This is an optimization exercise on Yosys and OpenROAD, whose aim is small area and a short achievable clock period, not a production implementation. At most, simulation tests tie the RTL to the original design; equivalence was not proved.

==> module fpu_s2, before the edit <==
module fpu_s2 (
    input  logic [15:0] a,
    input  logic [15:0] b,
    input  logic        op_mul,
    input  logic        op_sub,
    input  logic [14:0] sum,
    input  logic        gsel,
    input  logic [11:0] m0,
    input  logic [12:0] m1,
    input  logic        c8,
    input  logic        st,
    output logic [15:0] y
);
    logic sa, sb, sbx;
    logic [4:0] ea, eb, eg;
    logic a_e1, b_e1, a_nan, b_nan, a_inf, b_inf, a_0, b_0;
    logic sg;
    assign sa = a[15];
    assign sb = b[15];
    assign sbx = sb ^ op_sub;
    assign ea = a[14:10];
    assign eb = b[14:10];
    assign a_e1 = &ea;
    assign b_e1 = &eb;
    assign a_nan = a_e1 & (|a[9:0]);
    assign b_nan = b_e1 & (|b[9:0]);
    assign a_inf = a_e1 & ~(|a[9:0]);
    assign b_inf = b_e1 & ~(|b[9:0]);
    assign a_0 = ~(|ea);
    assign b_0 = ~(|eb);
    logic [3:0] nsh;
    logic [14:0] w;
    logic [5:0] exp_a;
    logic ru_a, ovf_a, unf_a, cancel;
    assign eg = gsel ? ea : eb;
    assign sg = gsel ? sa : sbx;
    always_comb begin
        nsh = 4'd12;
        for (int i = 2; i <= 14; i++)
            if (sum[i]) nsh = 4'(14 - i);
    end
    assign w = sum << nsh;
    assign exp_a = {1'b0, eg} + 6'd1 - {2'b00, nsh};
    assign ru_a = w[3] & (w[4] | w[2] | w[1] | w[0]);
    assign ovf_a = sum[14] & (eg == 5'd30);
    assign unf_a = {1'b0, nsh} > eg;
    assign cancel = sum == 15'd0;
    logic [13:0] prod;
    logic p21, rb, pn8, pn12, ru_m, carry_m, quirk, ovf_m, unf_m;
    logic [9:0] m;
    logic [4:0] e_m;
    add14 uprod(.x({2'b01, m0}), .y({1'b0, m1}), .ci(c8), .s(prod), .co());
    assign p21 = prod[13];
    assign m    = p21 ? prod[12:3] : prod[11:2];
    assign rb   = p21 ? prod[2] : prod[1];
    assign pn8  = p21 ? prod[1] : prod[0];
    assign pn12 = p21 ? prod[5] : prod[4];
    assign ru_m = rb & (pn8 | st | pn12);
    assign carry_m = ru_m & (&m);
    logic [5:0] xe;
    logic [4:0] e0, e1;
    assign xe = {1'b0, ea} + {1'b0, eb};
    assign e0 = 5'(xe - 6'd15);
    assign e1 = 5'(xe - 6'd14);
    assign quirk = carry_m & (p21 ? xe >= 6'd29 : xe >= 6'd30);
    assign ovf_m = ~quirk & (p21 ? xe >= 6'd45 : xe >= 6'd46);
    assign unf_m = p21 ? (xe < 6'd14) | ((xe == 6'd14) & ~carry_m)
                       : (xe < 6'd15) | ((xe == 6'd15) & ~carry_m);
    assign e_m = quirk ? 5'd14 : (p21 ? e1 : e0);
    logic [14:0] pre, r15;
    logic ru, sgn, ovf, unf;
    assign pre = op_mul ? {e_m, m} : {exp_a[4:0], w[13:4]};
    assign ru  = op_mul ? ru_m : ru_a;
    inc15 uinc(.x(pre), .ci(ru), .s(r15));
    assign sgn = op_mul ? sa ^ sb : sg;
    assign ovf = op_mul ? ovf_m : ovf_a;
    assign unf = op_mul ? unf_m : unf_a;
    logic nan_r, inf_r, sel_a, sel_b, regular, sel_inf, sel_r, sgn_r;
    logic [14:0] mag;
    assign nan_r = a_nan | b_nan | (~op_mul & a_inf & b_inf & (sa ^ sbx));
    assign inf_r = ~nan_r & (a_inf | b_inf);
    assign sel_a = ~op_mul & ~a_0 & b_0 & ~nan_r & ~inf_r;
    assign sel_b = ~op_mul & a_0 & ~b_0 & ~nan_r & ~inf_r;
    assign regular = ~nan_r & ~inf_r & ~a_0 & ~b_0 & (op_mul | ~cancel);
    assign sel_inf = inf_r | (regular & ovf);
    assign sel_r = regular & ~ovf & ~unf;
    assign mag = ({15{nan_r}} & 15'h7FFF)
               | ({15{sel_inf}} & 15'h7C00)
               | ({15{sel_a}} & a[14:0])
               | ({15{sel_b}} & b[14:0])
               | ({15{sel_r}} & r15);
    assign sgn_r = nan_r
                 | (inf_r & (op_mul ? sa ^ sb : (a_inf ? sa : sbx)))
                 | (sel_a & (sa ^ op_sub))
                 | (sel_b & sbx)
                 | (regular & sgn);
    assign y = {sgn_r, mag};
endmodule
clock: 8.0 ns
lec_check: 0
cap_margin: 20
core_margin: 2
core_utilization: 40
setup_slack_margin: 3.5
slew_margin: 20
synth_hierarchical: 1
synth_minimum_keep_size: 0
run.sh (not shown) runs the stock make flow with config.mk's settings and CLKGATE_MAP_FILE= SYNTH_SCRIPT=/design/flow/synth_recipe.tcl, a recipe that flattens the netlist after the stock synthesis.
Change:
--- a/flow/design.v
+++ b/flow/design.v
@@ -122,24 +122,19 @@
     assign ovf = op_mul ? ovf_m : ovf_a;
     assign unf = op_mul ? unf_m : unf_a;
-    logic nan_r, inf_r, sel_a, sel_b, regular, sel_inf, sel_r, sgn_r;
-    logic [14:0] mag;
-    assign nan_r = a_nan | b_nan | (~op_mul & a_inf & b_inf & (sa ^ sbx));
-    assign inf_r = ~nan_r & (a_inf | b_inf);
-    assign sel_a = ~op_mul & ~a_0 & b_0 & ~nan_r & ~inf_r;
-    assign sel_b = ~op_mul & a_0 & ~b_0 & ~nan_r & ~inf_r;
-    assign regular = ~nan_r & ~inf_r & ~a_0 & ~b_0 & (op_mul | ~cancel);
-    assign sel_inf = inf_r | (regular & ovf);
-    assign sel_r = regular & ~ovf & ~unf;
-    assign mag = ({15{nan_r}} & 15'h7FFF)
-               | ({15{sel_inf}} & 15'h7C00)
-               | ({15{sel_a}} & a[14:0])
-               | ({15{sel_b}} & b[14:0])
-               | ({15{sel_r}} & r15);
-    assign sgn_r = nan_r
-                 | (inf_r & (op_mul ? sa ^ sb : (a_inf ? sa : sbx)))
-                 | (sel_a & (sa ^ op_sub))
-                 | (sel_b & sbx)
-                 | (regular & sgn);
-    assign y = {sgn_r, mag};
+    always_comb begin
+        if (a_nan || b_nan)                               y = 16'hFFFF;
+        else if (!op_mul && a_inf && b_inf && sa != sbx)  y = 16'hFFFF;
+        else if (!op_mul && a_inf)                        y = a;
+        else if (!op_mul && b_inf)                        y = {sbx, b[14:0]};
+        else if (op_mul && (a_inf || b_inf))              y = {sa ^ sb, 15'h7C00};
+        else if (!op_mul && a_0 && b_0)                   y = 16'd0;
+        else if (!op_mul && a_0)                          y = {sbx, b[14:0]};
+        else if (op_mul && (a_0 || b_0))                  y = 16'd0;
+        else if (!op_mul && b_0)                          y = {sa ^ op_sub, a[14:0]};
+        else if (!op_mul && cancel)                       y = 16'd0;
+        else if (ovf)                                     y = {sgn, 15'h7C00};
+        else if (unf)                                     y = {sgn, 15'h0000};
+        else                                              y = {sgn, r15};
+    end
 endmodule
 module mul_tree (input logic [9:0] a, input logic [9:0] b, output logic [21:0] r0, output logic [21:0] r1);
Effect: Synthesized cell count came out higher by 4.5%; setup slack improved by 0.14 ns; final area came out lower by 1.4%; first-iteration DRC count came out higher by 17%; routed wire length came out higher by 2.4%; hold slack improved by 0.027 ns; count of clock-buffer cells in the layout came out lower by 2; global-route usage came out higher by 0.22 points.
The RTL of the first run of this note was laid out without a check of its function.

==> port drivers added, routing unchanged <==
Ports are ideal in the flow. The routed layouts listed here were re-timed in OpenROAD.
Step 1: set_driving_cell puts a clkbuf_16 on clock and a buf_2 on each other input, an assumption about the parent block.
Step 2 times the ports against the registers' clock, not the clock port: input delays grow and output delays shrink by t, the midpoint of the rising clock arrivals with the driver on.
Three values: ideal, step 1, step 2; two values: the first two.
run | t, ns | slack for setup (ns) | slew at the worst register clock pin (ns) | worst data-port slew with drivers (ns) | cell pins on the clock port's net
the first run | 0.402 | 3.497 / 3.497 / 3.345 | 0.08 / 0.08 | 0.03 | 1
the second run | 0.414 | 3.635 / 3.656 / 3.250 | 0.08 / 0.08 | 0.03 | 1
After both steps setup and hold are still met in every run listed. The setup slack of the second run, which loses most, moves by +0.021 ns with the drivers and by -0.385 ns with both steps.
